This is an optimization exercise on Yosys and OpenROAD, whose aim is small area, not a production implementation.
RTL that was checked went through simulation tests only; none was proved equivalent to the original.
Power is estimated from default activity; no workload was simulated.

==> module g2048_frames, before the edit <==
module g2048_frames (
    input clk, input rst, input [63:0] bd, input bd_rot, input s_merge, input s_output,
    output tx);
reg  [7:0] wrem;         
reg  [7:0] fcnt;         
reg  [5:0] q;            
wire busy   = |wrem;
wire ffull  = &fcnt;
wire fempty = ~|fcnt;
wire stb    = s_output & ~busy;
wire wr     = busy & ~ffull;
wire rd     = ~fempty & (q == 6'd0);
always @(posedge clk)
    if (rst) begin
        wrem <= 8'd0;
        fcnt <= 8'd0;
    end else begin
        if (stb)     wrem <= 8'd175;
        else if (wr) wrem <= wrem - 8'd1;
        fcnt <= fcnt + {7'd0, wr} - {7'd0, rd};
    end
reg        bf;           
reg [63:0] snap_x;       
reg [63:0] snap_y;       
reg        x_rot, y_rot;  
reg [1:0]  dloc;         
wire copy = s_merge & bf;
always @(posedge clk)
    if (rst)       bf <= 1'b0;
    else if (stb)  bf <= 1'b1;
    else if (copy) bf <= 1'b0;
always @(posedge clk)
    if (copy) begin
        snap_x <= bd;
        snap_y <= snap_x;
        x_rot  <= bd_rot;
        y_rot  <= x_rot;
    end
reg [3:0] rtop;          
reg [1:0] rf;            
reg [2:0] rp;            
wire frame_end = (rtop == 4'd15) & (rp == 3'd5);
always @(posedge clk)
    if (rst) begin
        rtop <= 4'd15;
        rf   <= 2'd3;
        rp   <= 3'd5;
    end else if (rd) begin
        if (!rtop[3]) rtop <= rtop + 4'd1;
        else if (rp == 3'd5) begin
            rtop <= frame_end ? 4'd1 : rtop + 4'd1;
            rf <= 2'd0;
            rp <= 3'd0;
        end else if (rp == 3'd4 && rf != 2'd3) begin
            rf <= rf + 2'd1;
            rp <= 3'd0;
        end else
            rp <= rp + 3'd1;
    end
always @(posedge clk)
    if (rst) dloc <= 2'd0;
    else     dloc <= dloc + {1'b0, copy} - {1'b0, rd & frame_end};
wire [1:0] trow = rtop[2:1];
wire       trot = dloc[1] ? bd_rot : dloc[0] ? y_rot : x_rot;
wire [3:0] tidx = {trow, rf} ^ {4{trot}};
reg  [3:0] tile;
always @(*) begin
    if (dloc[1])           tile = bd[4*tidx +: 4];
    else if (dloc == 2'd0) tile = snap_x[4*tidx +: 4];
    else                   tile = snap_y[4*tidx +: 4];
end
function [7:0] digit;
    input [3:0] t;
    input [1:0] pos;
    begin
        digit = " ";
        case (pos)
        2'd0: case (t)
              4'd11: digit = "2";
              4'd10: digit = "1";
              default: ;
              endcase
        2'd1: case (t)
              4'd11, 4'd10: digit = "0";
              4'd9: digit = "5";
              4'd8: digit = "2";
              4'd7, 4'd4: digit = "1";
              4'd6: digit = "6";
              4'd5: digit = "3";
              default: ;
              endcase
        2'd2: case (t)
              4'd11, 4'd6, 4'd2: digit = "4";
              4'd10, 4'd7, 4'd5, 4'd1: digit = "2";
              4'd9: digit = "1";
              4'd8: digit = "5";
              4'd4: digit = "6";
              4'd3: digit = "8";
              default: ;
              endcase
        default: case (t)
              4'd11, 4'd7: digit = "8";
              4'd10: digit = "4";
              4'd9: digit = "2";
              4'd8: digit = "6";
              default: ;
              endcase
        endcase
    end
endfunction
reg [7:0] ch;
always @(*) begin
    if (!rtop[3])
        case (rtop[2:0])
        3'd1, 3'd5: ch = 8'd27;
        3'd2, 3'd6: ch = "[";
        3'd3:       ch = "2";
        3'd4:       ch = "J";
        default:    ch = "H";
        endcase
    else if (rtop[2:0] == 3'd7)
        ch = 8'd0;
    else if (rp == 3'd5)
        ch = "\r";
    else if (rp == 3'd4)
        ch = (rf == 2'd3) ? "\n" : (rtop[0] ? "+" : "|");
    else
        ch = rtop[0] ? "-" : digit(tile, rp[1:0]);
end
always @(posedge clk)
    if (rst) q <= 6'd0;
    else if (rd) q <= 6'd3;
    else if (q == 6'd47) q <= 6'd0;
    else if (q != 6'd0) q <= q + 6'd1;
reg txb;
always @(*)
    case (q[5:2])
    4'd1: txb = 1'b0;
    4'd2: txb = ch[0];
    4'd3: txb = ch[1];
    4'd4: txb = ch[2];
    4'd5: txb = ch[3];
    4'd6: txb = ch[4];
    4'd7: txb = ch[5];
    4'd8: txb = ch[6];
    4'd9: txb = ch[7];
    default: txb = 1'b1;
    endcase
assign tx = txb;
endmodule
Settings: LEC_CHECK=0, ABC_AREA=1, CAP_MARGIN=10, CORE_MARGIN=2, CORE_UTILIZATION=55, CTS_BUF_LIST=sky130_fd_sc_hd__clkbuf_8, CTS_CLUSTER_DIAMETER=80, CTS_CLUSTER_SIZE=12, GPL_TIMING_DRIVEN=0, SLEW_MARGIN=10; clock period 10.0 ns.
standard.sh (not shown) runs the stock make flow with config.mk's settings and CLKGATE_MAP_FILE= SYNTH_SCRIPT=/design/flow/synth_recipe.tcl, a recipe that flattens the netlist after the stock synthesis.
==> flow/flow/run.sh <==
#!/bin/bash
# Own layout flow: the standard flow (standard.sh) with these changes:
#  - synthesis: the technology mapping (Yosys's abc pass) uses an area-oriented ABC script
#    (flow/area.abc) instead of ORFS's, and there are no adder cells (ADDER_MAP_FILE empty)
#    and no Kogge-Stone carry map (SYNTH_OPERATIONS_ARGS), so that abc maps adders as plain
#    logic.  Flip-flop mapping, flattening and register naming are the standard synthesis's
#    (synth_recipe.tcl).
#  - placement: the ports are buffered with the smallest buffer (BUFFER_PORTS_ARGS).
#  - clock tree: config.mk's buffer and clustering settings, without dummy loads (CTS_ARGS).
# Each step's full log is in orfs/logs/; make's output is in flow_make.log.
set -euo pipefail
W=$PWD
cat > "$W/synth_area.tcl" <<EOT
proc abc {args} {
  set i [lsearch -exact \$args -script]
  if {\$i >= 0} { set args [lreplace \$args [expr {\$i + 1}] [expr {\$i + 1}] {$W/flow/area.abc}] }
  puts "abc (area script): \$args"
  yosys abc {*}\$args
}
source {$W/synth_recipe.tcl}
EOT
EXTRA="SYNTH_SCRIPT=$W/synth_area.tcl ADDER_MAP_FILE= SYNTH_OPERATIONS_ARGS=-nofsm"
EXTRA="$EXTRA BUFFER_PORTS_ARGS='-buffer_cell sky130_fd_sc_hd__buf_1'"
EXTRA="$EXTRA CTS_ARGS='-sink_clustering_enable -repair_clock_nets -sink_clustering_size 12"
EXTRA="$EXTRA -sink_clustering_max_diameter 80 -buf_list sky130_fd_sc_hd__clkbuf_8 -dont_use_dummy_load'"
sed -e "s|SYNTH_SCRIPT=[^ ]*|$EXTRA|" standard.sh > "$W/standard_area.sh"
grep -q "SYNTH_SCRIPT=$W/synth_area.tcl" "$W/standard_area.sh"
bash "$W/standard_area.sh" finish > "$W/flow_make.log" 2>&1
test -s "$W/out/final.def"
==> flow/flow/area.abc <==
strash
&get -n
&deepsyn -T 60
&put
&get -n
&dch -f
&nf -a -R 1000 -F 20 -A 20 -E 100
&put
==> next run, changes <==
--- a/flow/design.v
+++ b/flow/design.v
@@ -392,14 +392,13 @@
     else
         ch = rtop[0] ? "-" : digit(tile, rp[1:0]);
 end
+wire [5:0] q_next = rd ? 6'd3 : (q == 6'd47) ? 6'd0 : (q != 6'd0) ? q + 6'd1 : 6'd0;
 always @(posedge clk)
     if (rst) q <= 6'd0;
-    else if (rd) q <= 6'd3;
-    else if (q == 6'd47) q <= 6'd0;
-    else if (q != 6'd0) q <= q + 6'd1;
+    else     q <= q_next;
 reg txb;
 always @(*)
-    case (q[5:2])
+    case (q_next[5:2])
     4'd1: txb = 1'b0;
     4'd2: txb = ch[0];
     4'd3: txb = ch[1];
@@ -411,5 +410,9 @@
     4'd9: txb = ch[7];
     default: txb = 1'b1;
     endcase
-assign tx = txb;
+reg tx_out;
+always @(posedge clk)
+    if (rst) tx_out <= 1'b1;
+    else     tx_out <= txb;
+assign tx = tx_out;
 endmodule
The new run produced a clean layout.
Clock power went down by about 1%.
Routed wire length drops by 2.1%.
Setup slack gets worse by 0.045 ns.
Cell area went up by 0.74%.
Critical path depth shrinks by 1.
Synthesized area increases by 0.96%.
Clock skew grows by 0.019 ns.
Global-route usage is lower by 1.6 points.
Function not checked in the second run of this note: the RTL went through the layout flow alone.

==> static timing again, ports no longer ideal <==
In the flow no input, the clock included, has a driving cell. The finished layouts below were timed again as built, in two steps. Step 1 assumes that a clkbuf_16 drives the clock port and a buf_2 every other input. Step 2, shift: input delay + t, output delay - t, t = (earliest + latest rising clock arrival at the registers) / 2. This alone moves slack from input paths to output paths. Three values: ideal, step 1, step 2; two values: the first two.
run	shift t [ns]	setup WS [ns]	hold slack, ns
the first run	0.636	0.464 / 0.416 / 1.052	0.365 / 0.365 / 0.365
the second run	0.621	0.419 / 0.369 / 0.990	0.362 / 0.362 / 0.362
After both steps every run listed still meets setup and hold.
